Background: an optimization exercise with open tools, aiming at a short achievable clock period and few clock cycles. Do not read the settings as production practice. At most, simulation tests tie the RTL to the original design; equivalence was not proved. The RTL of runs 1, 3 and 4 was laid out without a check of its function. Power is estimated from default activity; no workload was simulated.

**design/flow/design.v**
```verilog
module csa64(input [63:0] x, y, z, output [63:0] s, c);
assign s = x ^ y ^ z;
assign c = ((x & y) | (x & z) | (y & z)) << 1;
endmodule
module booth_enc(input [31:0] b, input sgn, output [50:0] dig);
wire [34:0] bx = {{2{sgn & b[31]}}, b, 1'b0};
genvar i;
generate
	for (i = 0; i < 17; i = i + 1) begin : d
		assign dig[3*i]   = bx[2*i] ^ bx[2*i+1];
		assign dig[3*i+1] = (bx[2*i+2] & ~bx[2*i+1] & ~bx[2*i]) | (~bx[2*i+2] & bx[2*i+1] & bx[2*i]);
		assign dig[3*i+2] = bx[2*i+2] & ~(bx[2*i+1] & bx[2*i]);
	end
endgenerate
endmodule
module mul_pp(input [31:0] a, input sgn, input [50:0] dig, output [511:0] rows);
wire [32:0] ax = {sgn & a[31], a};
reg [64*18-1:0] pp;
integer i, j;
reg one, two, neg;
reg [63:0] m;
always @* begin
	pp = {64*18{1'b0}};
	for (i = 0; i < 17; i = i + 1) begin
		one = dig[3*i];
		two = dig[3*i+1];
		neg = dig[3*i+2];
		m = 64'b0;
		for (j = 0; j < 64; j = j + 1)
			m[j] = (one & ((j < 33) ? ax[j] : ax[32])) | (two & ((j == 0) ? 1'b0 : (j < 34) ? ax[j-1] : ax[32]));
		m = {64{neg}} ^ m;
		pp[64*i +: 64] = m << (2*i);
		pp[64*17 + 2*i] = neg;
	end
end
wire [64*12-1:0] t;
genvar k;
generate
	for (k = 0; k < 6; k = k + 1) begin : l1
		csa64 c(.x(pp[64*(3*k) +: 64]), .y(pp[64*(3*k+1) +: 64]), .z(pp[64*(3*k+2) +: 64]), .s(t[64*(2*k) +: 64]), .c(t[64*(2*k+1) +: 64]));
	end
	for (k = 0; k < 4; k = k + 1) begin : l2
		csa64 c(.x(t[64*(3*k) +: 64]), .y(t[64*(3*k+1) +: 64]), .z(t[64*(3*k+2) +: 64]), .s(rows[128*k +: 64]), .c(rows[128*k+64 +: 64]));
	end
endgenerate
endmodule
module mul_red(input [511:0] rows, output [191:0] out);
wire [63:0] u0, u1, u2, u3, u4, u5, v0, v1, v2, v3;
csa64 c0(.x(rows[0 +: 64]), .y(rows[64 +: 64]), .z(rows[128 +: 64]), .s(u0), .c(u1));
csa64 c1(.x(rows[192 +: 64]), .y(rows[256 +: 64]), .z(rows[320 +: 64]), .s(u2), .c(u3));
assign u4 = rows[384 +: 64];
assign u5 = rows[448 +: 64];
csa64 c2(.x(u0), .y(u1), .z(u2), .s(v0), .c(v1));
csa64 c3(.x(u3), .y(u4), .z(u5), .s(v2), .c(v3));
wire [63:0] w0, w1;
csa64 c4(.x(v0), .y(v1), .z(v2), .s(w0), .c(w1));
assign out = {v3, w1, w0};
endmodule
module mul_red3(input [191:0] rows, output [63:0] s, c);
csa64 c0(.x(rows[0 +: 64]), .y(rows[64 +: 64]), .z(rows[128 +: 64]), .s(s), .c(c));
endmodule
module mul_fin(input [127:0] rows, output [32:0] lo, output [31:0] hi0, hi1);
wire [63:0] s = rows[63:0];
wire [63:0] c = rows[127:64];
assign lo = {1'b0, s[31:0]} + {1'b0, c[31:0]};
assign hi0 = s[63:32] + c[63:32];
wire [32:0] hi1x = {s[63:32], 1'b1} + {c[63:32], 1'b1};
assign hi1 = hi1x[32:1];
endmodule
module datapath (input clock, reset,
		 output [31:0] imem_addr,
		 input  [31:0] imem_rdata,
		 output        dmem_we,
		 output [31:0] dmem_addr, dmem_wdata,
		 input  [31:0] dmem_rdata);
reg [31:2] pcw;		 
reg [31:2] pcx;		 
wire [31:0] pc_f = {pcx, 2'b00};
reg        v_d, pred_d, spred_d, lpf_d;
reg [31:0] ins_d, pc4_d, rsv_d, rtv_d;
reg [31:2] pcs_d;
reg [3:0]  pj4_d;
reg [16:0] blo_d;
reg [13:0] pch_d, pchi_d, pchd_d;
reg        he_rs, he_rt, hm_rs, hm_rt;	 
reg        mf_d, ldst_d;
reg [31:0] a_e, b_e, sd_e, alt_e, bt_e;
reg        sld_e, lta_e, ltb_e;
reg        we_e, ld_e, st_e, br_e, brl_e, inv_e, eq_e, crs_e, mul_e, msg_e, kill_e;
reg [4:0]  wr_e;
reg        arith_e, sub_e, xp_e, xg_e, xt_e, xn_e, xb_e, sls_e, slu_e, mhi_e, mlo_e;
reg [31:0] res_m, sd_m;
reg        we_m, ld_m, st_m;
reg [4:0]  wr_m;
reg        bl_m, inv_l, eq_l, crs_l;
reg [31:0] alt_l, bt_l;
reg [31:0] wd_w;
reg        we_w;
reg [4:0]  wr_w;
reg [31:0] ma, hi0, hi1;
reg [32:0] lo;
reg [50:0] mdig;
reg        msg, mv1, mv2;
reg [511:0] mrows8;
reg [127:0] mrows2;
reg [31:0] rf [1:31];
wire stall_d, redirect, redirect_m;
wire [31:0] redirect_pc;
wire [31:0] memval = ld_m ? dmem_rdata : res_m;
wire [31:0] ins_f = imem_rdata;
wire [4:0]  rs_f = ins_f[25:21];
wire [4:0]  rt_f = ins_f[20:16];
wire [31:0] pc4_f = pc_f + 32'd4;
localparam NL = 8;
localparam LTB = 10;
reg [NL-1:0] lv, lconf, lex;	 
reg [LTB-1:0] ltag [0:NL-1];
reg [LTB-1:0] ltagp [0:NL-1];	 
reg [7:0]  lcnt [0:NL-1];
reg [7:0]  ltrip [0:NL-1];
reg        lflip_q;
reg [LTB-1:0] ltg_e, ltg_l;
reg        cinv_e, cinv_l, lpf_e, lpf_l, lbw_e, lbw_l, lq_bw;
reg [NL-1:0] lhit_d, lhit_e, lhit_l;
integer lh;
always @* for (lh = 0; lh < NL; lh = lh + 1) lhit_d[lh] = lv[lh] & (ltag[lh] == pcs_d[LTB+1:2]);
wire [5:0]  op_f = ins_f[31:26];
wire jmp_f = op_f == 6'b000010;
wire beq_f = op_f == 6'b000100;
wire bne_f = op_f == 6'b000101;
wire same_f = rs_f == rt_f;
wire [17:0] blo_x = {1'b0, pc_f[17:2], 1'b1} + {1'b0, ins_f[15:0], 1'b1};
wire [16:0] blo_f = blo_x[17:1];
wire [31:0] btgt_f = {pc_f[31:18], blo_f[15:0], 2'b00};
wire spred_f = (beq_f & (same_f | ins_f[15])) | (bne_f & ~same_f);
wire lpf_f = lflip_q & (beq_f | bne_f);	 
wire pred_f = spred_f ^ lpf_f;
wire [31:0] jtgt_f = {pc4_f[31:28], ins_f[25:0], 2'b00};
localparam NJ = 4;
localparam NJB = 2;
reg [NJ-1:0] jv;
reg [29:0] jtag [0:NJ-1];
reg [29:0] jdst [0:NJ-1];
reg [NJ-1:0] jhit_f;
reg [29:0] jt_f;
integer u;
always @* begin
	jt_f = 30'b0;
	for (u = 0; u < NJ; u = u + 1) begin
		jhit_f[u] = jv[u] & (jtag[u] == pcx);
		jt_f = jt_f | ({30{jhit_f[u]}} & jdst[u]);
	end
end
reg        fold_q;
reg [29:0] fdst_q;
wire [31:0] seq_f = fold_q ? {fdst_q, 2'b00} : pc4_f;
wire [31:0] npc_f = jmp_f ? jtgt_f : pred_f ? btgt_f : seq_f;
always @(posedge clock)
begin
	if (reset | redirect) fold_q <= 1'b0;
	else if (~stall_d) fold_q <= (|jhit_f) & ~fold_q & ~jmp_f & ~pred_f;
	if (~stall_d) fdst_q <= jt_f;
end
reg lflip_n;
integer li;
always @* begin
	lflip_n = 1'b0;
	for (li = 0; li < NL; li = li + 1)
		lflip_n = lflip_n | (lv[li] & lconf[li] & (fold_q ? (ltag[li] == fdst_q[LTB-1:0]) : (ltagp[li] == pcx[LTB+1:2])) & lex[li]);
end
always @(posedge clock)
begin
	if (reset | redirect) lflip_q <= 1'b0;
	else if (~stall_d) lflip_q <= lflip_n & ~jmp_f & ~pred_f;
end
always @(posedge clock)
begin
	if (reset) pcw <= 30'b0;
	else if (redirect) pcw <= redirect_pc[31:2];
	else if (~stall_d) pcw <= npc_f[31:2];
end
always @(posedge clock or posedge reset)
begin
	if (reset) pcx <= 30'b0;
	else if (redirect) pcx <= redirect_pc[31:2];
	else if (~stall_d) pcx <= npc_f[31:2];
end
assign imem_addr = {pcw, 2'b00};
wire rt0_f = op_f == 6'b000000;
wire [5:0] fn_f = ins_f[5:0];
wire ralu_f = rt0_f & (fn_f == 6'h20 | fn_f == 6'h21 | fn_f == 6'h22 | fn_f == 6'h23 | fn_f == 6'h24 |
		       fn_f == 6'h25 | fn_f == 6'h26 | fn_f == 6'h01 | fn_f == 6'h2a | fn_f == 6'h2b);
wire mul_f = rt0_f & (fn_f == 6'h18 | fn_f == 6'h19);
wire ialu_f = op_f == 6'h08 | op_f == 6'h09 | op_f == 6'h0a | op_f == 6'h0b | op_f == 6'h0c |
	      op_f == 6'h0d | op_f == 6'h0e;
wire urs_f = ralu_f | mul_f | ialu_f | op_f == 6'h23 | op_f == 6'h2b;
wire urt_f = ralu_f | mul_f;
wire mf_f = rt0_f & (fn_f == 6'h10 | fn_f == 6'h12);
wire [31:0] rf_rs = (rs_f == 5'b0) ? 32'b0 : rf[rs_f];
wire [31:0] rf_rt = (rt_f == 5'b0) ? 32'b0 : rf[rt_f];
wire [31:0] rsw_f = (we_w & (wr_w == rs_f)) ? wd_w : rf_rs;
wire [31:0] rtw_f = (we_w & (wr_w == rt_f)) ? wd_w : rf_rt;
wire [31:0] rsv_f = (we_m & (wr_m == rs_f)) ? memval : rsw_f;
wire [31:0] rtv_f = (we_m & (wr_m == rt_f)) ? memval : rtw_f;
wire [5:0] op = ins_d[31:26];
wire [5:0] fn = ins_d[5:0];
wire [4:0] rs = ins_d[25:21];
wire [4:0] rt = ins_d[20:16];
wire [4:0] rd = ins_d[15:11];
wire rtype = op == 6'b000000;
wire f_add  = rtype & (fn == 6'h20 | fn == 6'h21);
wire f_sub  = rtype & (fn == 6'h22 | fn == 6'h23);
wire f_and  = rtype & fn == 6'h24;
wire f_or   = rtype & fn == 6'h25;
wire f_xor  = rtype & fn == 6'h26;
wire f_xnor = rtype & fn == 6'h01;
wire f_slt  = rtype & fn == 6'h2a;
wire f_sltu = rtype & fn == 6'h2b;
wire f_hi   = rtype & fn == 6'h10;
wire f_lo   = rtype & fn == 6'h12;
wire f_mul  = rtype & (fn == 6'h18 | fn == 6'h19);
wire i_add  = op == 6'h08 | op == 6'h09;
wire i_slt  = op == 6'h0a;
wire i_sltu = op == 6'h0b;
wire i_and  = op == 6'h0c;
wire i_or   = op == 6'h0d;
wire i_xor  = op == 6'h0e;
wire i_lui  = op == 6'h0f;
wire i_lw   = op == 6'h23;
wire i_sw   = op == 6'h2b;
wire i_beq  = op == 6'h04;
wire i_bne  = op == 6'h05;
wire i_br   = i_beq | i_bne;
wire r_alu  = f_add | f_sub | f_and | f_or | f_xor | f_xnor | f_slt | f_sltu;
wire i_alu  = i_add | i_slt | i_sltu | i_and | i_or | i_xor;
wire use_imm = i_alu | i_lui | i_lw | i_sw;
wire sub_d  = f_sub | f_slt | f_sltu | i_slt | i_sltu;
wire [4:0] wr_d = rtype ? rd : rt;
wire we_d = (r_alu | f_hi | f_lo | i_alu | i_lui | i_lw) & (wr_d != 5'b0);
wire zext = i_and | i_or | i_xor;
wire [31:0] imm_d = i_lui ? {ins_d[15:0], 16'b0} : {{16{ins_d[15] & ~zext}}, ins_d[15:0]};
wire hit_e_rs = he_rs & we_e;
wire hit_e_rt = he_rt & we_e;
wire [31:0] v_rs = (hm_rs & we_m) ? memval : rsv_d;
wire [31:0] v_rt = (hm_rt & we_m) ? memval : rtv_d;
wire hs = hm_rs & we_m;
wire ht = hm_rt & we_m;
wire eq_rr = rsv_d == rtv_d;
wire eq_ar = res_m == rtv_d;
wire eq_dr = dmem_rdata == rtv_d;
wire eq_ra = rsv_d == res_m;
wire eq_rd = rsv_d == dmem_rdata;
wire eq_d = (hs & ht) | (hs & ~ht & (ld_m ? eq_dr : eq_ar)) | (~hs & ht & (ld_m ? eq_rd : eq_ra)) |
	    (~hs & ~ht & eq_rr);
wire ld_use = ldst_d & we_e;
wire mf_wait = mf_d & (mul_e | mv1 | mv2);
assign stall_d = v_d & (ld_use | mf_wait);
wire go_d = v_d & ~stall_d;
always @(posedge clock)
begin
	if (reset | redirect) v_d <= 1'b0;
	else if (~stall_d) v_d <= 1'b1;
	ldst_d <= ~stall_d & v_d & i_lw & ((wr_d == rs_f & urs_f) | (wr_d == rt_f & urt_f));
	if (stall_d) begin
		rsv_d <= v_rs;
		rtv_d <= v_rt;
		hm_rs <= wr_e == rs;
		hm_rt <= wr_e == rt;
	end else begin
		ins_d <= ins_f;
		pc4_d <= seq_f;
		pcs_d <= pcx;
		pj4_d <= pc4_f[31:28];
		blo_d <= blo_f;
		pch_d <= pc_f[31:18];
		pchi_d <= pc_f[31:18] + 14'd1;
		pchd_d <= pc_f[31:18] - 14'd1;
		pred_d <= pred_f;
		spred_d <= spred_f;
		lpf_d <= lpf_f;
		rsv_d <= rsv_f;
		rtv_d <= rtv_f;
		mf_d <= mf_f;
		he_rs <= wr_d == rs_f;
		he_rt <= wr_d == rt_f;
		hm_rs <= wr_e == rs_f;
		hm_rt <= wr_e == rt_f;
	end
end
wire i_j = op == 6'b000010;
reg        jq_v, jq2_v, jq3_v;
reg [16:0] jq_lo;
reg [13:0] jq_hi;
reg [29:0] jq_dst, jq2_tag, jq2_dst, jq3_tag, jq3_dst;
reg [NJ-1:0] jdup;
integer w;
always @* for (w = 0; w < NJ; w = w + 1) jdup[w] = jv[w] & (jtag[w] == jq2_tag);
reg [NJB-1:0] jptr;
always @(posedge clock)
begin
	jq_lo <= {1'b0, pcs_d[17:2]} - 17'd2;
	jq_hi <= pcs_d[31:18];
	jq_dst <= {pj4_d, ins_d[25:0]};
	jq2_tag <= {jq_hi - {13'b0, jq_lo[16]}, jq_lo[15:0]};
	jq2_dst <= jq_dst;
	jq3_tag <= jq2_tag;
	jq3_dst <= jq2_dst;
	if (reset) begin
		jq_v <= 1'b0;
		jq2_v <= 1'b0;
		jq3_v <= 1'b0;
		jv <= {NJ{1'b0}};
		jptr <= {NJB{1'b0}};
	end else begin
		jq_v <= v_d & i_j;
		jq2_v <= jq_v;
		jq3_v <= jq2_v & ~(|jdup);
		if (jq3_v) begin
			jv[jptr] <= 1'b1;
			jtag[jptr] <= jq3_tag;
			jdst[jptr] <= jq3_dst;
			jptr <= jptr + 1'b1;
		end
	end
end
wire [31:0] res_e;
wire fb_d = hit_e_rt & ~use_imm;
wire [31:0] v_b = use_imm ? imm_d : v_rt;
wire [13:0] bhi_d = (blo_d[16] == ins_d[15]) ? pch_d : blo_d[16] ? pchi_d : pchd_d;
wire [31:0] btgt_d = {bhi_d, blo_d[15:0], 2'b00};
wire [31:0] bpre = sub_d ? ~v_b : v_b;
wire fbp = fb_d & ~sub_d;
wire fbn = fb_d & sub_d;
always @(posedge clock)
begin
	if (reset) begin
		kill_e <= 1'b0;
		we_e <= 1'b0; ld_e <= 1'b0; st_e <= 1'b0; br_e <= 1'b0; mul_e <= 1'b0;
	end else begin
		kill_e <= redirect;
		we_e <= go_d & we_d;
		ld_e <= go_d & i_lw;
		st_e <= go_d & i_sw;
		br_e <= go_d & i_br;
		mul_e <= go_d & f_mul;
	end
	wr_e <= wr_d;
	inv_e <= i_bne ^ pred_d;	 
	cinv_e <= i_bne ^ spred_d;	 
	lpf_e <= lpf_d;
	ltg_e <= pcs_d[LTB+1:2];
	lbw_e <= ins_d[15];
	lhit_e <= lhit_d;
	eq_e <= eq_d;
	msg_e <= ~fn[0];
	alt_e <= pred_d ? pc4_d : btgt_d;
	bt_e <= btgt_d;
	crs_e <= pred_d & (blo_d[16] != ins_d[15]);
	a_e <= hit_e_rs ? res_e : v_rs;
	b_e <= fbp ? res_e : fbn ? ~res_e : bpre;
	sd_e <= hit_e_rt ? res_e : v_rt;
	sld_e <= hit_e_rt & ld_e;
	lta_e <= hit_e_rs & ld_e;
	ltb_e <= hit_e_rt & ld_e;
	brl_e <= hit_e_rs | hit_e_rt;
	arith_e <= f_add | i_add | i_lw | i_sw | f_sub;
	sub_e <= sub_d;
	xp_e <= f_add | i_add | i_lw | i_sw | f_sub | f_xor | i_xor;
	xg_e <= f_and | i_and;
	xt_e <= f_or | i_or;
	xn_e <= f_xnor;
	xb_e <= i_lui;
	sls_e <= f_slt | i_slt;
	slu_e <= f_sltu | i_sltu;
	mhi_e <= f_hi;
	mlo_e <= f_lo;
end
wire [31:0] a = a_e;
wire [31:0] b = b_e;	 
wire [31:0] g0 = a & b;
wire [31:0] t0 = a | b;
wire [31:0] p0 = a ^ b;
wire [31:0] hi = lo[32] ? hi1 : hi0;
wire [31:0] x = ({32{xp_e}} & p0) | ({32{xg_e}} & g0) | ({32{xt_e}} & t0) | ({32{xn_e}} & ~p0)
	      | ({32{xb_e}} & b_e) | ({32{mhi_e}} & hi) | ({32{mlo_e}} & lo[31:0]);
reg [31:0] g, p, gn, pn;
integer i, l;
always @* begin
	g = g0; p = t0;
	g[0] = g0[0] | (t0[0] & sub_e);
	for (l = 1; l < 32; l = l * 2) begin
		gn = g; pn = p;
		for (i = l; i < 32; i = i + 1) begin
			gn[i] = g[i] | (p[i] & g[i-l]);
			pn[i] = p[i] & p[i-l];
		end
		g = gn; p = pn;
	end
end
wire [31:0] c = {g[30:0], sub_e};
wire [31:0] r = x ^ (c & {32{arith_e}});
wire lt = (sls_e & (p0[31] ? ~g[30] : a[31])) | (slu_e & ~g[31]);
assign res_e = {r[31:1], r[0] | lt};
wire misp_e = eq_e ^ inv_e;
wire redirect_e = br_e & ~kill_e & ~brl_e & (misp_e | crs_e);
wire go_e = ~kill_e & ~redirect_m;	 
wire misp_l = eq_l ^ inv_l;
assign redirect_m = bl_m & (misp_l | crs_l);
assign redirect = redirect_m | redirect_e;
wire lu_m = bl_m;
wire lu_e = br_e & ~kill_e & ~brl_e & ~redirect_m;
reg          lq_v, lq_go, lq_lpf;
reg [NL-1:0] lq_hit;
reg [LTB-1:0] lq_tag;
reg [2:0] lptr;
integer lk;
always @(posedge clock)
begin
	lq_hit <= lu_m ? lhit_l : lhit_e;	 
	lq_go <= lu_m ? ~(eq_l ^ cinv_l) : ~(eq_e ^ cinv_e);	 
	lq_lpf <= lu_m ? lpf_l : lpf_e;
	lq_tag <= lu_m ? ltg_l : ltg_e;
	lq_bw <= lu_m ? lbw_l : lbw_e;
	if (reset) begin
		lq_v <= 1'b0;
		lv <= {NL{1'b0}};
		lptr <= 3'b0;
	end else begin
		lq_v <= lu_m | lu_e;
		if (lq_v) begin
			if (|lq_hit) begin
				for (lk = 0; lk < NL; lk = lk + 1) if (lq_hit[lk]) begin
					if (lq_go) begin
						if (lcnt[lk] != 8'hff) lcnt[lk] <= lcnt[lk] + 8'd1;
						if (lq_lpf) lconf[lk] <= 1'b0;
						lex[lk] <= ~lq_lpf & lconf[lk] & (lcnt[lk] != 8'hff) & (lcnt[lk] + 8'd1 == ltrip[lk]);
					end else begin
						ltrip[lk] <= lcnt[lk];
						lconf[lk] <= lcnt[lk] != 8'hff;
						lcnt[lk] <= 8'd0;
						lex[lk] <= lcnt[lk] == 8'd0;
					end
				end
			end else if (~lq_go | lq_bw) begin
				lv[lptr] <= 1'b1;
				lconf[lptr] <= 1'b0;
				lex[lptr] <= 1'b0;
				ltag[lptr] <= lq_tag;
				ltagp[lptr] <= lq_tag - 1'b1;
				lcnt[lptr] <= {7'd0, lq_go};
				lptr <= lptr + 3'd1;
			end
		end
	end
end
assign redirect_pc = redirect_m ? ((crs_l & ~misp_l) ? bt_l : alt_l) : ((crs_e & ~misp_e) ? bt_e : alt_e);
always @(posedge clock)
begin
	if (reset) begin
		we_m <= 1'b0; ld_m <= 1'b0; st_m <= 1'b0; bl_m <= 1'b0;
	end else begin
		we_m <= we_e & go_e;
		ld_m <= ld_e & go_e;
		st_m <= st_e & go_e;
		bl_m <= br_e & brl_e & go_e;
	end
	wr_m <= wr_e;
	res_m <= res_e;
	sd_m <= sld_e ? dmem_rdata : sd_e;
	inv_l <= inv_e;
	cinv_l <= cinv_e;
	lpf_l <= lpf_e;
	ltg_l <= ltg_e;
	lbw_l <= lbw_e;
	lhit_l <= lhit_e;
	alt_l <= alt_e;
	bt_l <= bt_e;
	crs_l <= crs_e;
	eq_l <= (lta_e & ltb_e) | (lta_e & ~ltb_e & (dmem_rdata == b_e)) | (~lta_e & ltb_e & (a_e == dmem_rdata)) |
		(~lta_e & ~ltb_e & (a_e == b_e));
end
wire [50:0] dig;
wire [511:0] rows8;
wire [191:0] rows3;
wire [127:0] rows2;
wire [32:0] plo;
wire [31:0] phi0, phi1;
booth_enc menc(.b(b_e), .sgn(msg_e), .dig(dig));
mul_pp  mpp(.a(ma), .sgn(msg), .dig(mdig), .rows(rows8));
mul_red mrd(.rows(mrows8), .out(rows3));
mul_red3 mr3(.rows(rows3), .s(rows2[63:0]), .c(rows2[127:64]));
mul_fin mfn(.rows(mrows2), .lo(plo), .hi0(phi0), .hi1(phi1));
always @(posedge clock)
begin
	if (reset) begin
		mv1 <= 1'b0; mv2 <= 1'b0;
	end else begin
		mv1 <= mul_e & go_e;
		mv2 <= mv1;
	end
	if (mul_e & go_e) begin
		ma <= a_e;
		mdig <= dig;
		msg <= msg_e;
	end
	mrows8 <= rows8;
	mrows2 <= rows2;
	lo <= plo;
	hi0 <= phi0;
	hi1 <= phi1;
end
assign dmem_addr = res_m;
assign dmem_wdata = sd_m;
assign dmem_we = st_m;
always @(posedge clock)
begin
	if (reset) we_w <= 1'b0;
	else we_w <= we_m;
	wr_w <= wr_m;
	wd_w <= memval;
end
reg        rst_q;
reg [31:1] wrx_w;
integer k;
always @(posedge clock)
begin
	rst_q <= reset;
	for (k = 1; k < 32; k = k + 1) wrx_w[k] <= ~reset & we_m & (wr_m == k);
end
genvar gk;
generate
	for (gk = 1; gk < 32; gk = gk + 1) begin : rfw
		always @(posedge clock)
			if (rst_q) rf[gk] <= 32'b0;
			else if (wrx_w[gk]) rf[gk] <= wd_w;
	end
endgenerate
endmodule
```
**design/flow/flow/run.sh**
```bash
#!/bin/bash
# Layout flow: the standard flow, with synthesis mapping all the logic, adders
# included, through ABC with a delay-oriented script (flow/speed.abc) in place of the
# default one and without the fixed full/half-adder cells, and the ports buffered with
# sky130_fd_sc_hd__buf_8 (the default choice is a slow delay cell). Everything else,
# including the registers that synthesis produces, is the standard flow's.
set -euo pipefail
here=$(pwd)
bash standard.sh SYNTH_SCRIPT=$here/flow/synth.tcl ADDER_MAP_FILE= "BUFFER_PORTS_ARGS=-buffer_cell sky130_fd_sc_hd__buf_8" finish > $here/standard.log 2>&1
```
**design/flow/flow/speed.abc**
```
strash
dch
map -D 1000
buffer -c
topo
stime -c
upsize -c
dnsize -c
```
**design/flow/flow/synth.tcl**
```tcl
# The standard flow's synthesis script, with the ABC mapping script replaced by flow/speed.abc
set ::speed_abc [file join [file dirname [file normalize [info script]]] speed.abc]
proc abc {args} {
  set i [lsearch $args -script]
  lset args [expr {$i + 1}] $::speed_abc
  yosys abc {*}$args
}
source [file join [file dirname [file dirname [file normalize [info script]]]] synth_recipe.tcl]
```
**design/flow/standard.sh**
```bash
#!/bin/bash
# synth_recipe.tcl (not shown) runs the flow's synth.tcl, then flattens the netlist and writes it again
# the make line also repeats each setting of config.mk as NAME=value (left out here)
make -C /OpenROAD-flow-scripts/flow DESIGN_CONFIG=/design/flow/config.mk WORK_HOME=/design/flow/orfs CLKGATE_MAP_FILE= SYNTH_SCRIPT=/design/flow/synth_recipe.tcl "${@:-finish}"
```
**design/flow/config.mk**
```make
export PLATFORM = sky130hd
export DESIGN_NAME = datapath
export DESIGN_NICKNAME = datapath
export VERILOG_FILES = /design/flow/design.v
export SDC_FILE = /design/flow/constraint.sdc
export NUM_CORES = 8
export LEC_CHECK = 0
export CAP_MARGIN = 25
export CORE_MARGIN = 2
export CORE_UTILIZATION = 40
export SETUP_SLACK_MARGIN = 3.2
export SLEW_MARGIN = 20
```
**design/flow/constraint.sdc**
```tcl
create_clock -name core_clock -period 5.8 [get_ports {clock}]
set_input_delay 1.1600 -clock core_clock [delete_from_list [all_inputs] [get_ports {clock}]]
set_output_delay 1.1600 -clock core_clock [all_outputs]
set_load 0.01 [all_outputs]
```
==> results of run 1 <==
## state kept, by name (all words and copies together) (netlist names), 33 cells and up
name	cells
mrows8	336
ltagp	80
ltrip	64
mrows2	123
jtag	120
lcnt	64
mdig	50
jdst	120
lo	33
rf	992
ltag	80
## cells by family after synthesis
kind of cell	Yosys count	synth area share, %
XOR/XNOR	1480	8.44
AND/OR/NAND/NOR	7269	19.1
AO/OA/AOI/OAI	6296	22.7
buffers and inverters	2705	6.59
other	1	0.00228
adder cells (fa/ha/maj)	57	0.346
multiplexers	13	0.0790
flip-flops	3135	42.7
## final timing paths
| kind | endpoint | slack [ns] | depth (start not counted) |
|---|---|---|---|
| max | lflip_q$_SDFFE_PP0N_ | 2.87 | 13 |
| min | jq2_dst[21]$_DFF_P_ | 0.31 | 0 |
| max reg2reg | lflip_q$_SDFFE_PP0N_ | 2.87 | 13 |
| min reg2reg | jq2_dst[21]$_DFF_P_ | 0.31 | 0 |
| max in group asynchronous | pcx[26]$_DFFE_PP0P_ | 5.11 | 2 |
| min in group asynchronous | pcx[16]$_DFFE_PP0P_ | 0.34 | 2 |
## cells in the final DEF, fill, tap and decap left out, types with 110 or more instances in the layout
cell type / n
nor2_1: 1441
a22oi_1: 692
dfxtp_1: 2172
buf_12: 110
o22ai_1: 775
xnor2_1: 282
o211ai_1: 138
nand3_1: 735
nand2_1: 3794
buf_8: 182
edfxtp_1: 747
clkbuf_16: 360
xor2_1: 1109
buf_4: 618
nand3b_1: 117
nor3_1: 178
inv_1: 1276
o21ai_0: 1832
a21oi_1: 1764
nand4_1: 328
## final cells by class
class | instances | area [um2]
multi-input combinational | 15100 | 86300
timing repair buffer | 1014 | 11100
clock buffer | 489 | 10200
fill | 39600 | 216000
antenna | 45 | 113
timing repair inverter | 15 | 143
sequential | 3135 | 70900
clock inverter | 157 | 1850
inverter | 1476 | 6350
tap | 5451 | 6820
## what timing repair did
item,in CTS,in global routing
setup buffers,283,144
resized for setup,754,432
endpoints found under the setup margin,1169,811
pin swaps,82,77
hold buffers,0,0
gates cloned,26,9
## routing by layer
metal,vias to the layer above,GRT usage (%),wire length [um]
met1,78500,45.2,301000
met5,-,0.185,76
met2,11100,54.2,334000
met4,12,28.0,74900
met3,3267,10.6,97000
li1,73400,-,-
## critical path, stage by stage (launching register included)
cell and delay (ns):
dfrtp_1 0.37, buf_12 0.13, clkinvlp_4 0.08, buf_12 0.15
buf_6 0.15, buf_4 0.14, o21ai_2 0.12, nor4_1 0.05
nand3_1 0.14, nand2_1 0.09, nand4_1 0.11, nand4_1 0.71
o21ai_1 0.43, a21boi_1 0.11
## where the power goes
group / switching, W / internal (W) / total, W
Combinational: 0.00532 / 0.00273 / 0.00805
Sequential: 0.00145 / 0.0242 / 0.0257
Clock: 0.00991 / 0.0136 / 0.0235
Total: 0.0167 / 0.0406 / 0.0573
## metrics by stage
step                      total power, W  area [um2]  cells  utilization [%]
after floorplan                   0.0291      166000  21000                -
after CTS                         0.0565      190000  26700             46.4
final                             0.0573      194000  26900             47.3
after global routing              0.0586      194000  26900             47.2
after detailed placement          0.0325      173000  25700             42.2
after global placement            0.0324      173000  25700             42.1
==> key figures, run 1 <==
Run status
  – Outcome: complete, no violations

STA
  – Minimum clock period: slightly below 3 ns
  – Final Skew: slightly below 0.1 ns
  – Max Freq: about 0.34 GHz
  – Slew HR: 10.9%
  – RSZ-0062 raised after global routing: yes
  – Fin crit share: between 50 and 60%
  – Final Hold Viols: 0
  – Fin Hold WS: approximately 0.31 ns
  – Slew @ Worst Pin: approximately 1.3 ns
  – Endpoints failing setup: 0
  – Fin Setup TNS: 0 ns
  – Pins Over Slew Limit: 0
  – Worst setup margin: approximately 2.9 ns

Placement
  – GPL Wtd Cong: 1.06
  – # port buffers: 160
  – Pre-CTS WS: between 1 and 1.5 ns
  – Post-DP HPWL: 545 mm

Floorplan
  – Die W: about 650 um
  – Initial core utilization: 40.2%
  – Chip height: around 650 um
  – Die footprint: 0.417 mm2
  – # rows: around 240
  – Ports: 163
  – Core area: between 0.4 and 0.5 mm2

Critical path
  – Startpoint Class: register
  – Worst Path Required: ~6.7 ns
  – Critical Path End Type: register
  – Arrival time at the worst endpoint: 3.82 ns
  – R2R Path Start: pcx[2]$_DFFE_PP0P_
  – Critical path class: register to register
  – Crit Path Max Fanout: 6
  – Critical Path Start: pcx[2]$_DFFE_PP0P_

Clock network
  – Worst-path clk slew: 0.06 ns
  – CTS tree: done
  – Latest clock arrival within the worst-skew pair: 1.03 ns
  – Htree depth: 5
  – TritonCTS buffer count: between 300 and 400
  – CTS max path bufs: 4
  – Clock sink count: approximately 3100
  – Root Buffer: clkbuf_16

Detailed routing
  – DRT antenna net count: 0
  – DRT iter0 DRCs: 24100
  – Post-DR wirelength/cell: between 20 and 30 um
  – Post-Route WL: 807 mm
  – First-pass DRT Iterations: 7
  – Via Count: around 170k
  – DRC: 0
  – Post-DR vias/cell: between 6 and 7

Layout
  – Final Net Count: between 20000 and 25000
  – Area Growth Syn to Fin: 17.6%
  – Share of layout cells above drive strength 1: approximately an eighth

GRT
  – GRT Total Usage: between 30% and 40%
  – Largest net degree at the start of global routing: 231
  – Initial antenna violation count: between 60 and 70
  – Vias in the first global route: ~150k
  – Gr ovfl total: 0
  – Global-route wire length before repair: 1110 mm

Power
  – P_leak: around 79 nW
  – Peak supply drop: 0.000273 V
  – Power Density: approximately 300 mW/mm2

Synthesis
  – Mapped cell area: 0.165 mm2
  – Synth area leaders: dfxtp_1, edfxtp_1, nand2_1
  – Synth top area share: about 29%
  – Cells after Synth: approximately 21000
  – Syn avg cell area: slightly below 8 um2
  – Number of synthesized flops with an enable pin: roughly 750
  – Top_reg_cell synth: dfxtp_1
  – Count of cell types in the netlist: 99
  – Most frequent cell after synthesis: nand2_1
  – Synth area leader: dfxtp_1
  – Ys async rst share: 0.957%
  – Most instantiated cells after synthesis: nand2_1, dfxtp_1, o21ai_0, a21oi_1, nor2_1
  – FF+latch count, synth: roughly 3100
  – Yosys warns: 36
  – Register area share after synthesis: about 43%

Job
  – Max-cap violations: 0

Min path
  – Worst hold path class: register to register
  – Hold Path Origin: jq_dst[21]$_DFF_P_
==> run 2, diff against run 1 <==
--- a/design/flow/design.v
+++ b/design/flow/design.v
@@ -112,7 +112,7 @@
 wire [4:0]  rt_f = ins_f[20:16];
 wire [31:0] pc4_f = pc_f + 32'd4;
 localparam NL = 8;
-localparam LTB = 10;
+localparam LTB = 8;
 reg [NL-1:0] lv, lconf, lex;	 
 reg [LTB-1:0] ltag [0:NL-1];
 reg [LTB-1:0] ltagp [0:NL-1];	 
@@ -166,7 +166,7 @@
 always @* begin
 	lflip_n = 1'b0;
 	for (li = 0; li < NL; li = li + 1)
-		lflip_n = lflip_n | (lv[li] & lconf[li] & (fold_q ? (ltag[li] == fdst_q[LTB-1:0]) : (ltagp[li] == pcx[LTB+1:2])) & lex[li]);
+		lflip_n = lflip_n | (lex[li] & (fold_q ? (ltag[li] == fdst_q[LTB-1:0]) : (ltagp[li] == pcx[LTB+1:2])));
 end
 always @(posedge clock)
 begin
@@ -424,6 +424,7 @@
 	if (reset) begin
 		lq_v <= 1'b0;
 		lv <= {NL{1'b0}};
+		lex <= {NL{1'b0}};	 
 		lptr <= 3'b0;
 	end else begin
 		lq_v <= lu_m | lu_e;
==> key figures, run 2 <==
Run status
  – Outcome: complete, no violations

Critical path
  – Crit path max-delay family: flip-flops
  – Buffers and inverters on the worst path: 1
  – Critical path class: register to output pin
  – Critical Path End Type: output pin
  – Worst path slowest cell: dfxtp_4
  – Arrival time at the worst endpoint: between 1.5 and 2 ns
  – Worst Path Required: about 4.6 ns
  – Crit Path Max Fanout: 1
  – Crit path cell chain: buf_8
  – Startpoint Class: register
  – Max incr delay on CP: ~0.47 ns

Power
  – Clk pwr share: between 40% and 50%
  – P_leak: ~77 nW
  – Logic pwr share: around an eighth
  – Peak supply drop: between 0.0002 and 0.0003 V
  – Power Density: 291 mW/mm2
  – Sw Share: between 20% and 30%
  – Sequential share of power: a little under half
  – Internal cell power: between 0.03 and 0.04 W
  – Net Switching: 0.0158 W

GRT
  – Gr ovfl total: 0
  – Global-route wire length before repair: between 1000 and 1500 mm
  – Vias in the first global route: roughly 150k
  – GRT Total Usage: about 37%
  – Largest net degree at the start of global routing: roughly 210
  – Initial antenna violation count: 54

Synthesis
  – Cells after Synth: just over 20000
  – Most frequent cell after synthesis: nand2_1
  – Ys async rst share: less than 1%
  – Top_reg_cell synth: dfxtp_1
  – Mapped cell area: 0.163 mm2
  – Synth area leader: dfxtp_1
  – Syn avg cell area: around 8 um2
  – Yosys warns: 36
  – Synth top area share: between 20 and 30%
  – Register area share after synthesis: around 43%
  – FF+latch count, synth: a little over 3000
  – Synth area leaders: dfxtp_1, edfxtp_1, nand2_1
  – Number of synthesized flops with an enable pin: 707
  – Count of cell types in the netlist: 91
  – Most instantiated cells after synthesis: nand2_1, dfxtp_1, o21ai_0, a21oi_1, nor2_1

STA
  – Pins Over Slew Limit: 0
  – RSZ-0062 raised after global routing: yes
  – Fin crit share: 48.1%
  – Max Freq: about 0.36 GHz
  – Endpoints failing setup: 0
  – Final Skew: ~0.075 ns
  – Minimum clock period: between 2 and 3 ns
  – Worst setup margin: between 3 and 4 ns
  – Slew @ Worst Pin: about 1.2 ns
  – Slew HR: 20.3%
  – Final Hold Viols: 0
  – Fin Setup TNS: 0 ns

Placement
  – GPL Wtd Cong: around 1.0
  – Pre-CTS WS: approximately 1.5 ns
  – # port buffers: 160
  – Post-DP HPWL: roughly 550 mm

Clock network
  – Latest clock arrival within the worst-skew pair: about 1.1 ns
  – Root Buffer: clkbuf_16
  – Hold_buf cts: 0
  – Htree depth: 5
  – CTS tree: done
  – Clock sink count: 3097
  – TritonCTS buffer count: about 350
  – Worst-path clk slew: 0.06 ns
  – CTS max path bufs: 4

Layout
  – Final Net Count: ~21000
  – Most common cell after layout, fill and taps aside: nand2_1
  – Max reg flops: slightly below 1000
  – Top Registers: rf x992, mrows8 x336, mrows2 x123
  – Share of layout cells above drive strength 1: roughly 11%
  – Most frequent cells in the layout: nand2_1, dfxtp_1, o21ai_0
  – Area Growth Syn to Fin: 16.7%
  – Fillers: slightly below 40000
  – Multi-input logic area: ~0.085 mm2
  – Register area: around 0.07 mm2
  – Register with the most flip-flops: rf

Detailed routing
  – DRT antenna net count: 0
  – Post-Route WL: 793 mm
  – DRT iter0 DRCs: approximately 21000
  – DRC: 0
  – Post-DR vias/cell: 6.09
  – Post-DR wirelength/cell: 29.8 um
  – First-pass DRT Iterations: 8
  – Via Count: between 150k and 200k

Min path
  – Worst hold path class: input pin to asynchronous set/reset pin

Floorplan
  – Die W: between 600 and 700 um
  – # rows: 234
  – Core area: a little over 0.4 mm2
  – Die footprint: roughly 0.4 mm2
  – Ports: between 150 and 200
  – Chip height: around 640 um
  – Initial core utilization: about two fifths

Job
  – Max-cap violations: 0
==> run 2: cell count changes after synthesis, moves of 39 or more <==
cell | previous run | this run
o21ai_0 | 1911 | 1987
buf_2 | 354 | 296
clkbuf_1 | 712 | 768
nand2_1 | 3842 | 3897
o22ai_1 | 785 | 734
nor2_1 | 1527 | 1484
a22oi_1 | 705 | 665
edfxtp_1 | 747 | 707
xnor2_1 | 296 | 336
nand3_1 | 772 | 733
==> run 2: final cells by class <==
type,count,share of cell area [%]
clock buffers,483,5.22
repair inverters,3,0.0119
flip-flops and latches,3097,36.7
clock inverters,162,1.07
inverters,1495,3.28
diodes,47,0.0620
multi-input cells,15000,44.9
repair buffers,884,5.21
well taps,5428,3.58
==> run 2: cells by family (layout without fill, tap and decap cells) <==
logic type / count (synthesis) / count (layout) / share of synthesized area (%)
DFF: 3097 / 3097 / 42.6
buffers and inverters: 2704 / 3027 / 6.54
adders and majority gates: 54 / 54 / 0.333
xor gates and xnor gates: 1523 / 1523 / 9.01
muxes: 12 / 12 / 0.0739
and+or+nand+nor: 7144 / 7144 / 18.7
other: 1 / 50 / 0.00231
AOI/OAI and AO/OA: 6236 / 6236 / 22.7
==> run 2: repair_timing <==
item                                    CTS  global route
buffers inserted                        169           156
cloned                                    5             6
resized for setup                       532           432
pin swaps                                40            54
endpoints found under the setup margin  891           754
==> run 2: path summary, 6_finish.rpt <==
path                                    start                   to  slack (ns)  depth (start not counted)
setup / recovery             sd_m[21]$_DFF_P_       dmem_wdata[21]        3.01                          1
hold / removal                          reset   pcx[9]$_DFFE_PP0P_        0.24                          2
setup reg to reg              bl_m$_SDFF_PP0_      st_m$_SDFF_PP0_        3.10                          8
hold reg to reg            jq_dst[25]$_DFF_P_  jq2_dst[25]$_DFF_P_        0.32                          0
max in group asynchronous               reset  pcx[30]$_DFFE_PP0P_        5.21                          2
min in group core_clock    jq_dst[25]$_DFF_P_  jq2_dst[25]$_DFF_P_        0.32                          0
==> run 2: metrics by stage <==
step | area [um2] | hold WS (ns) | std cells | total power (W) | util [%]
after floorplan | 164000 | 0.310 | 20800 | 0.0285 | -
after detailed placement | 171000 | 0.312 | 25500 | 0.0313 | 42.2
after global routing | 190000 | 0.213 | 26500 | 0.0568 | 46.8
final | 190000 | 0.245 | 26600 | 0.0553 | 46.8
after global placement | 171000 | 0.310 | 25500 | 0.0313 | 42.1
after CTS | 186000 | 0.188 | 26300 | 0.0548 | 45.9
==> run 2: power by group through the flow <==
stage               registers (W)  logic, W  clock network (W)
global placement           0.0258   0.00553                  0
floorplan                  0.0249   0.00364                  0
finish                     0.0253   0.00676             0.0232
detailed placement         0.0258   0.00553                  0
CTS                        0.0253   0.00606             0.0234
global route               0.0254   0.00712             0.0242
==> run 2: per-layer routing <==
| layer | vias up | part of all wire [%] | wire length (um) | global-route usage, % |
|---|---|---|---|---|
| met5 | - | 0.040 | 321 | 0.236 |
| met4 | 40 | 9.2 | 73000 | 27.7 |
| met3 | 3043 | 10 | 82500 | 9.89 |
| met2 | 9915 | 42 | 333000 | 55.4 |
| met1 | 76700 | 38 | 303000 | 45.3 |
| li1 | 72200 | - | - | - |
Testbench counts of run 2, summed over its fixed seeds: cycles 52,274.
==> run 3, diff against run 2 <==
--- a/design/flow/design.v
+++ b/design/flow/design.v
@@ -136,8 +136,8 @@
 wire lpf_f = lflip_q & (beq_f | bne_f);	 
 wire pred_f = spred_f ^ lpf_f;
 wire [31:0] jtgt_f = {pc4_f[31:28], ins_f[25:0], 2'b00};
-localparam NJ = 4;
-localparam NJB = 2;
+localparam NJ = 8;
+localparam NJB = 3;
 reg [NJ-1:0] jv;
 reg [29:0] jtag [0:NJ-1];
 reg [29:0] jdst [0:NJ-1];
@@ -349,7 +349,7 @@
 	cinv_e <= i_bne ^ spred_d;	 
 	lpf_e <= lpf_d;
 	ltg_e <= pcs_d[LTB+1:2];
-	lbw_e <= ins_d[15];
+	lbw_e <= ins_d[15] | (ins_d[20:16] == 5'd0);
 	lhit_e <= lhit_d;
 	eq_e <= eq_d;
 	msg_e <= ~fn[0];
==> key figures, run 3 <==
Run status
  – Outcome: complete, no violations

Floorplan
  – Initial core utilization: around two fifths
  – Chip height: 664 um
  – # rows: roughly 240
  – Core area: between 0.4 and 0.5 mm2
  – Die W: roughly 660 um
  – Ports: around 160
  – Die footprint: 0.441 mm2

Layout
  – Multi-input logic area: ~0.09 mm2
  – Register area: roughly 0.077 mm2
  – Fillers: 41700
  – Final Net Count: around 22000
  – Max reg flops: between 900 and 1000
  – Register with the most flip-flops: rf
  – Most frequent cells in the layout: nand2_1, dfxtp_1, o21ai_0
  – Area Growth Syn to Fin: 18.5%
  – Most common cell after layout, fill and taps aside: nand2_1
  – Share of layout cells above drive strength 1: 13.1%
  – Final instance area: about 0.21 mm2
  – Cell Count, Final, Fillers Out: approximately 28000
  – Top Registers: rf x992, mrows8 x336

Critical path
  – Worst Path Required: 4.64 ns
  – Worst r2r dst: fdst_q[29]$_DFFE_PN_
  – Critical path class: register to output pin
  – Crit Path Max Fanout: 2
  – R2r worst-path depth: 12
  – R2R Path Start: pcx[20]$_DFFE_PP0P_
  – Max incr delay on CP: between 0.4 and 0.5 ns
  – Crit path cell chain: buf_8
  – Buffers and inverters on the worst path: 1
  – Worst path slowest cell: dfxtp_4
  – Critical Path End Type: output pin
  – Crit path max-delay family: flip-flops
  – Worst reg2reg setup slack: around 3.1 ns
  – Startpoint Class: register
  – Arrival time at the worst endpoint: between 1.5 and 2 ns

STA
  – Max Freq: ~0.36 GHz
  – Final Skew: approximately 0.13 ns
  – Minimum clock period: between 2 and 3 ns
  – Slew HR: between 10% and 20%
  – Pins Over Slew Limit: 0
  – RSZ-0062 raised after global routing: yes
  – Slew @ Worst Pin: between 1 and 1.5 ns
  – Fin Setup TNS: 0 ns
  – Endpoints failing setup: 0
  – Fin crit share: 48.0%
  – Final Hold Viols: 0

Synthesis
  – Register area share after synthesis: a little over two fifths
  – FF+latch count, synth: between 3000 and 4000
  – Synth top area share: a little over a quarter
  – Ys async rst share: 0.897%
  – Syn avg cell area: 8.05 um2
  – Synth area leader: dfxtp_1
  – Mapped cell area: about 0.17 mm2
  – Most instantiated cells after synthesis: nand2_1, dfxtp_1, o21ai_0, a21oi_1, nor2_1
  – Most frequent cell after synthesis: nand2_1
  – Number of synthesized flops with an enable pin: between 900 and 1000
  – Count of cell types in the netlist: 95
  – Cells after Synth: 21700
  – Top_reg_cell synth: dfxtp_1
  – Yosys warns: 36
  – Synth area leaders: dfxtp_1, edfxtp_1, nand2_1

Placement
  – GPL Wtd Cong: approximately 1.1
  – # port buffers: between 150 and 200
  – Post-DP HPWL: 579 mm
  – Placed Area: about 0.18 mm2
  – Placed instance count: 26700

Detailed routing
  – Post-DR wirelength/cell: 30.7 um
  – DRT antenna net count: 0
  – Post-DR vias/cell: 6.22
  – Post-Route WL: 861 mm
  – First-pass DRT Iterations: 13
  – DRT iter0 DRCs: approximately 25000
  – DRC: 0
  – Via Count: between 150k and 200k

Clock network
  – Htree depth: 5
  – TritonCTS buffer count: between 300 and 400
  – Hold_buf cts: 0
  – Root Buffer: clkbuf_16
  – Latest clock arrival within the worst-skew pair: approximately 1.1 ns
  – CTS tree: done
  – CTS max path bufs: 4
  – Worst-path clk slew: around 0.07 ns
  – Clock sink count: roughly 3300

Power
  – Clk pwr share: 40.0%
  – Net Switching: 0.0197 W
  – Sw Share: 30.8%
  – Sequential share of power: 43.6%
  – Tot Pwr: ~0.064 W
  – Logic pwr share: 16.3%
  – Peak supply drop: 0.000288 V
  – P_leak: 83.6 nW
  – Power Density: slightly above 300 mW/mm2
  – Internal cell power: ~0.044 W

Min path
  – Worst hold path class: input pin to asynchronous set/reset pin

Job
  – Max-cap violations: 0

GRT
  – Gr ovfl total: 0
  – Initial antenna violation count: 62
  – GRT Total Usage: approximately 37%
  – Vias in the first global route: 158000
  – Largest net degree at the start of global routing: approximately 270
  – Global-route wire length before repair: between 1000 and 1500 mm
==> run 3: changes by cell type in the layout (fill, tap and decap cells not counted), sizes merged, moves of 34 or more <==
| cell | previous run | this run |
|---|---|---|
| buf | 873 | 1141 |
| edfxtp | 707 | 947 |
| a22oi | 666 | 897 |
| o22ai | 735 | 804 |
| inv | 1424 | 1480 |
| xor2 | 1096 | 1150 |
| clkbuf | 493 | 539 |
| nor2 | 1521 | 1567 |
| nand4 | 329 | 372 |
| nor4 | 90 | 124 |
==> run 3: power groups by stage <==
stage | Combinational, W | Clock (W) | Sequential, W
after CTS | 0.00922 | 0.0257 | 0.0278
after detailed placement | 0.00832 | 0 | 0.0282
after global placement | 0.00827 | 0 | 0.0282
after floorplan | 0.00441 | 0 | 0.0271
final | 0.0104 | 0.0256 | 0.0279
after global routing | 0.0105 | 0.0266 | 0.0279
==> run 3: through the flow <==
step                util [%]  hold slack [ns]  setup WS (ns)
finish                  47.6            0.291           3.02
global route            47.5            0.229           3.00
CTS                     46.4            0.221           2.98
detailed placement      42.2            0.312           1.42
global placement        42.1            0.310           1.44
floorplan                  -            0.310           2.63
==> run 3: cells by family (layout without fill, tap and decap cells) <==
logic type	Yosys count	in the layout	synth area share, %
simple gates	7292	7300	18.0
flops	3344	3344	43.9
mux	12	12	0.0689
fa+ha+maj	55	55	0.317
other cells	1	40	0.00215
compound gates	6547	6549	22.6
xor+xnor	1549	1549	8.53
buf+inv	2851	3431	6.54
==> run 3: what timing repair did <==
action,4_1_cts,5_1_grt
setup buffers,258,223
setup endpoints to repair,1164,598
pin swaps,67,141
gates resized for setup,720,592
gates cloned,14,26
==> run 3: worst max path at each step <==
stage	end	cells past startpoint	slack [ns]	start
final	dmem_addr[6]	1	3.02	res_m[6]$_DFF_P_
after global routing	ldst_d$_DFF_P_	9	3.00	ins_d[30]$_DFFE_PN_
after detailed placement	rsv_d[26]$_DFF_P_	13	1.42	imem_rdata[24]
after global placement	rsv_d[26]$_DFF_P_	13	1.44	imem_rdata[24]
after floorplan	ma[0]$_DFFE_PP_	5	2.63	eq_l$_DFF_P_
after CTS	b_e[12]$_DFF_P_	11	2.98	ld_m$_SDFF_PP0_
==> run 3: layout make-up <==
class / count / area share (%)
clock inverters: 175 / 1.10
repair inverters: 6 / 0.0273
flip-flops and latches: 3344 / 37.3
clock buffers: 522 / 5.28
diodes: 37 / 0.0448
multi-input cells: 15500 / 43.4
repair buffers: 1160 / 6.20
inverters: 1568 / 3.23
well taps: 5734 / 3.47
==> run 3: metal layers <==
layer  track usage (%)  share of wire (%)
met4              26.7                9.4
met1              45.1                 37
met5             0.315              0.058
met3              11.4                 12
met2              54.6                 41
==> run 4, diff against run 3 <==
--- a/design/flow/design.v
+++ b/design/flow/design.v
@@ -83,6 +83,7 @@
 reg [16:0] blo_d;
 reg [13:0] pch_d, pchi_d, pchd_d;
 reg        he_rs, he_rt, hm_rs, hm_rt;	 
+reg        hmw_rs, hmw_rt, hww_rs, hww_rt;	 
 reg        mf_d, ldst_d;
 reg [31:0] a_e, b_e, sd_e, alt_e, bt_e;
 reg        sld_e, lta_e, ltb_e;
@@ -94,7 +95,7 @@
 reg [4:0]  wr_m;
 reg        bl_m, inv_l, eq_l, crs_l;
 reg [31:0] alt_l, bt_l;
-reg [31:0] wd_w;
+reg [31:0] wd_w, wdq;
 reg        we_w;
 reg [4:0]  wr_w;
 reg [31:0] ma, hi0, hi1;
@@ -136,8 +137,8 @@
 wire lpf_f = lflip_q & (beq_f | bne_f);	 
 wire pred_f = spred_f ^ lpf_f;
 wire [31:0] jtgt_f = {pc4_f[31:28], ins_f[25:0], 2'b00};
-localparam NJ = 8;
-localparam NJB = 3;
+localparam NJ = 4;
+localparam NJB = 2;
 reg [NJ-1:0] jv;
 reg [29:0] jtag [0:NJ-1];
 reg [29:0] jdst [0:NJ-1];
@@ -198,10 +199,6 @@
 wire mf_f = rt0_f & (fn_f == 6'h10 | fn_f == 6'h12);
 wire [31:0] rf_rs = (rs_f == 5'b0) ? 32'b0 : rf[rs_f];
 wire [31:0] rf_rt = (rt_f == 5'b0) ? 32'b0 : rf[rt_f];
-wire [31:0] rsw_f = (we_w & (wr_w == rs_f)) ? wd_w : rf_rs;
-wire [31:0] rtw_f = (we_w & (wr_w == rt_f)) ? wd_w : rf_rt;
-wire [31:0] rsv_f = (we_m & (wr_m == rs_f)) ? memval : rsw_f;
-wire [31:0] rtv_f = (we_m & (wr_m == rt_f)) ? memval : rtw_f;
 wire [5:0] op = ins_d[31:26];
 wire [5:0] fn = ins_d[5:0];
 wire [4:0] rs = ins_d[25:21];
@@ -241,15 +238,17 @@
 wire [31:0] imm_d = i_lui ? {ins_d[15:0], 16'b0} : {{16{ins_d[15] & ~zext}}, ins_d[15:0]};
 wire hit_e_rs = he_rs & we_e;
 wire hit_e_rt = he_rt & we_e;
-wire [31:0] v_rs = (hm_rs & we_m) ? memval : rsv_d;
-wire [31:0] v_rt = (hm_rt & we_m) ? memval : rtv_d;
+wire [31:0] rsb = hmw_rs ? wd_w : hww_rs ? wdq : rsv_d;
+wire [31:0] rtb = hmw_rt ? wd_w : hww_rt ? wdq : rtv_d;
+wire [31:0] v_rs = (hm_rs & we_m) ? memval : rsb;
+wire [31:0] v_rt = (hm_rt & we_m) ? memval : rtb;
 wire hs = hm_rs & we_m;
 wire ht = hm_rt & we_m;
-wire eq_rr = rsv_d == rtv_d;
-wire eq_ar = res_m == rtv_d;
-wire eq_dr = dmem_rdata == rtv_d;
-wire eq_ra = rsv_d == res_m;
-wire eq_rd = rsv_d == dmem_rdata;
+wire eq_rr = rsb == rtb;
+wire eq_ar = res_m == rtb;
+wire eq_dr = dmem_rdata == rtb;
+wire eq_ra = rsb == res_m;
+wire eq_rd = rsb == dmem_rdata;
 wire eq_d = (hs & ht) | (hs & ~ht & (ld_m ? eq_dr : eq_ar)) | (~hs & ht & (ld_m ? eq_rd : eq_ra)) |
 	    (~hs & ~ht & eq_rr);
 wire ld_use = ldst_d & we_e;
@@ -264,6 +263,10 @@
 	if (stall_d) begin
 		rsv_d <= v_rs;
 		rtv_d <= v_rt;
+		hmw_rs <= 1'b0;
+		hmw_rt <= 1'b0;
+		hww_rs <= 1'b0;
+		hww_rt <= 1'b0;
 		hm_rs <= wr_e == rs;
 		hm_rt <= wr_e == rt;
 	end else begin
@@ -278,8 +281,12 @@
 		pred_d <= pred_f;
 		spred_d <= spred_f;
 		lpf_d <= lpf_f;
-		rsv_d <= rsv_f;
-		rtv_d <= rtv_f;
+		rsv_d <= rf_rs;
+		rtv_d <= rf_rt;
+		hmw_rs <= we_m & (wr_m == rs_f);
+		hmw_rt <= we_m & (wr_m == rt_f);
+		hww_rs <= we_w & (wr_w == rs_f);
+		hww_rt <= we_w & (wr_w == rt_f);
 		mf_d <= mf_f;
 		he_rs <= wr_d == rs_f;
 		he_rt <= wr_d == rt_f;
@@ -349,7 +356,7 @@
 	cinv_e <= i_bne ^ spred_d;	 
 	lpf_e <= lpf_d;
 	ltg_e <= pcs_d[LTB+1:2];
-	lbw_e <= ins_d[15] | (ins_d[20:16] == 5'd0);
+	lbw_e <= ins_d[15];
 	lhit_e <= lhit_d;
 	eq_e <= eq_d;
 	msg_e <= ~fn[0];
@@ -519,6 +526,7 @@
 	else we_w <= we_m;
 	wr_w <= wr_m;
 	wd_w <= memval;
+	wdq <= wd_w;
 end
 reg        rst_q;
 reg [31:1] wrx_w;
==> key figures, run 4 <==
Run status
  – Outcome: complete, no violations

STA
  – Max Freq: 0.361 GHz
  – Endpoints failing setup: 0
  – Fin Setup TNS: 0 ns
  – Pins Over Slew Limit: 0
  – Slew HR: about 22%
  – Final Hold Viols: 0
  – Final Skew: between 0.09 and 0.1 ns
  – Fin crit share: a little under half
  – RSZ-0062 raised after global routing: yes
  – Slew @ Worst Pin: 1.16 ns
  – Minimum clock period: about 2.8 ns

Floorplan
  – Die footprint: around 0.4 mm2
  – Ports: between 150 and 200
  – # rows: 234
  – Chip height: ~640 um
  – Die W: ~640 um
  – Initial core utilization: approximately 40%
  – Core area: 0.406 mm2

Critical path
  – Worst path slowest cell: dfxtp_4
  – Crit path cell chain: buf_8
  – Critical path class: register to output pin
  – Crit path max-delay family: flip-flops
  – Arrival time at the worst endpoint: ~1.6 ns
  – Startpoint Class: register
  – Buffers and inverters on the worst path: 1
  – Critical Path End Type: output pin
  – Max incr delay on CP: approximately 0.47 ns
  – Crit Path Max Fanout: 2
  – Worst Path Required: 4.64 ns

Placement
  – Post-DP HPWL: 514 mm
  – GPL Wtd Cong: 1.05
  – # port buffers: 160

Detailed routing
  – Via Count: 158000
  – Post-DR vias/cell: between 6 and 7
  – First-pass DRT Iterations: 9
  – Post-DR wirelength/cell: about 28 um
  – DRT iter0 DRCs: between 15000 and 20000
  – DRC: 0
  – Post-Route WL: 728 mm
  – DRT antenna net count: 0

GRT
  – Largest net degree at the start of global routing: around 180
  – Vias in the first global route: roughly 140k
  – Initial antenna violation count: 47
  – GRT Total Usage: roughly a third
  – Gr ovfl total: 0
  – Global-route wire length before repair: just over 1000 mm

Power
  – P_leak: roughly 76 nW
  – Sw Share: 28.4%
  – Clk pwr share: between 40% and 50%
  – Power Density: 297 mW/mm2
  – Tot Pwr: around 0.056 W
  – Peak supply drop: between 0.0002 and 0.0003 V
  – Sequential share of power: between 40% and 50%
  – Logic pwr share: between 10 and 15%
  – Net Switching: approximately 0.016 W
  – Internal cell power: ~0.04 W

Synthesis
  – Register area share after synthesis: between 40% and 50%
  – Most frequent cell after synthesis: nand2_1
  – Synth area leader: dfxtp_1
  – Number of synthesized flops with an enable pin: 707
  – FF+latch count, synth: 3133
  – Cells after Synth: between 20000 and 25000
  – Mapped cell area: 0.163 mm2
  – Yosys warns: 36
  – Most instantiated cells after synthesis: nand2_1, dfxtp_1, o21ai_0, a21oi_1, nor2_1
  – Top_reg_cell synth: dfxtp_1
  – Synth area leaders: dfxtp_1, edfxtp_1, nand2_1
  – Syn avg cell area: ~8 um2
  – Ys async rst share: less than 1%
  – Count of cell types in the netlist: 100
  – Synth top area share: roughly 29%

Layout
  – Max reg flops: 992
  – Register with the most flip-flops: rf
  – Share of layout cells above drive strength 1: 11.7%
  – Final Net Count: between 20000 and 25000
  – Most frequent cells in the layout: nand2_1, dfxtp_1, o21ai_0
  – Top Registers: rf x992, mrows8 x336, mrows2 x123
  – Layout Utilization: between 40% and 50%
  – Most common cell after layout, fill and taps aside: nand2_1
  – Area Growth Syn to Fin: 15.9%
  – Fillers: about 40000

Clock network
  – TritonCTS buffer count: roughly 350
  – Root Buffer: clkbuf_16
  – CTS tree: done
  – Latest clock arrival within the worst-skew pair: 1.02 ns
  – CTS max path bufs: 4
  – Worst-path clk slew: approximately 0.060 ns
  – Htree depth: 5
  – Clock sink count: roughly 3100

Min path
  – Worst hold path class: register to register

Job
  – Max-cap violations: 0
run 4: cell count changes after synthesis, sizes merged, moves of 96 or more:
cell	previous run	this run
nand2	3925	3519
edfxtp	947	707
a22oi	897	695
a221oi	66	183
nor2	1563	1457
a21oi	1812	1716
run 4: final timing paths:
check	from	endpoint	slack, ns	cells past startpoint
setup / recovery	res_m[24]$_DFF_P_	dmem_addr[24]	3.03	1
hold / removal	jq2_dst[2]$_DFF_P_	jq3_dst[2]$_DFF_P_	0.27	0
setup reg to reg	pcx[14]$_DFFE_PP0P_	fdst_q[22]$_DFFE_PN_	3.07	9
hold reg to reg	jq2_dst[2]$_DFF_P_	jq3_dst[2]$_DFF_P_	0.27	0
max in group asynchronous	reset	pcx[22]$_DFFE_PP0P_	4.08	3
min in group asynchronous	reset	pcx[6]$_DFFE_PP0P_	1.06	3
run 4: repair_timing:
| action | CTS | global route |
|---|---|---|
| hold endpoints to repair | 0 | 0 |
| setup buffers | 114 | 175 |
| resized for setup | 610 | 474 |
| setup endpoints to repair | 947 | 566 |
| gates cloned | 9 | 9 |
| pin swaps | 27 | 62 |
| hold buffers | 0 | 0 |
run 4: stage by stage:
stage               std cells  hold WS [ns]  setup slack (ns)  area [um2]
CTS                     25900         0.264              3.00      185000
global route            26100         0.268              3.03      189000
global placement        25100         0.310              1.30      170000
floorplan               20500         0.310              2.61      164000
detailed placement      25100         0.312              1.22      170000
finish                  26200         0.274              3.03      189000
run 4: layout make-up:
class / instances / area [um2] / share of cell area (%)
clock inverter: 172 / 2160 / 1.14
sequential: 3133 / 70500 / 37.3
timing repair inverter: 8 / 61.3 / 0.0325
timing repair buffer: 758 / 8180 / 4.33
antenna: 61 / 153 / 0.0808
tap: 5428 / 6790 / 3.60
multi-input combinational: 14600 / 84900 / 44.9
clock buffer: 471 / 9930 / 5.26
inverter: 1500 / 6240 / 3.30
run 4: cells by family after synthesis:
| group | Yosys count | synth area share, % |
|---|---|---|
| buffers and inverters | 2715 | 6.66 |
| AO/OA/AOI/OAI | 6279 | 23.2 |
| multiplexers | 15 | 0.0937 |
| XOR/XNOR | 1479 | 8.60 |
| other | 1 | 0.00230 |
| adder cells (fa/ha/maj) | 52 | 0.320 |
| flip-flops | 3133 | 42.9 |
| AND/OR/NAND/NOR | 6797 | 18.2 |
run 4: per-layer routing:
metal  wire (um)  track usage (%)  share of wire (%)
met3       70300             6.92                9.7
met2      310000             50.5                 43
met4       60700             23.9                8.3
met1      286000             42.4                 39
met5         356            0.220              0.049
run 4: power by group through the flow:
| stage | registers (W) | clock network, W | logic, W |
|---|---|---|---|
| after global routing | 0.0257 | 0.0246 | 0.00725 |
| after detailed placement | 0.0261 | 0 | 0.00569 |
| after CTS | 0.0256 | 0.0237 | 0.00602 |
| after floorplan | 0.0252 | 0 | 0.00371 |
| final | 0.0256 | 0.0235 | 0.00688 |
| after global placement | 0.0261 | 0 | 0.00569 |
run 4: worst register-to-register path, delay by kind of cell (launching register included):
family / cells / cell delay, ns
compound gates: 1 / 0.19
xor+xnor: 1 / 0.33
buf+inv: 3 / 0.67
flops: 1 / 0.55
simple gates: 4 / 0.83

afterwards: timing with drivers on the ports:
In the flow no input, the clock included, has a driving cell. The finished layouts below were timed again as built, in two steps.
Step 1 assumes that a clkbuf_16 drives the clock port and a buf_2 every other input.
Step 2 also shifts input and output timing later by t, the mid clock arrival at the registers, as if the neighbouring blocks saw the same clock.
Three values: ideal, step 1, step 2; two values: the first two.
run	t (ns)	setup slack, ns	worst setup path after step 2	pins driven straight from the clock port
run 1	1.125	2.868 / 2.868 / 2.040	input to register	1
run 2	1.126	3.011 / 2.890 / 2.039	input to register	1
run 3	1.145	3.019 / 2.883 / 1.858	input to register	1
run 4	1.103	3.030 / 2.906 / 2.021	input to register	1
After both steps setup and hold are still met in every run listed. For run 3, which loses most, drivers alone change the setup slack by -0.136 ns; drivers and shift together by -1.161 ns.
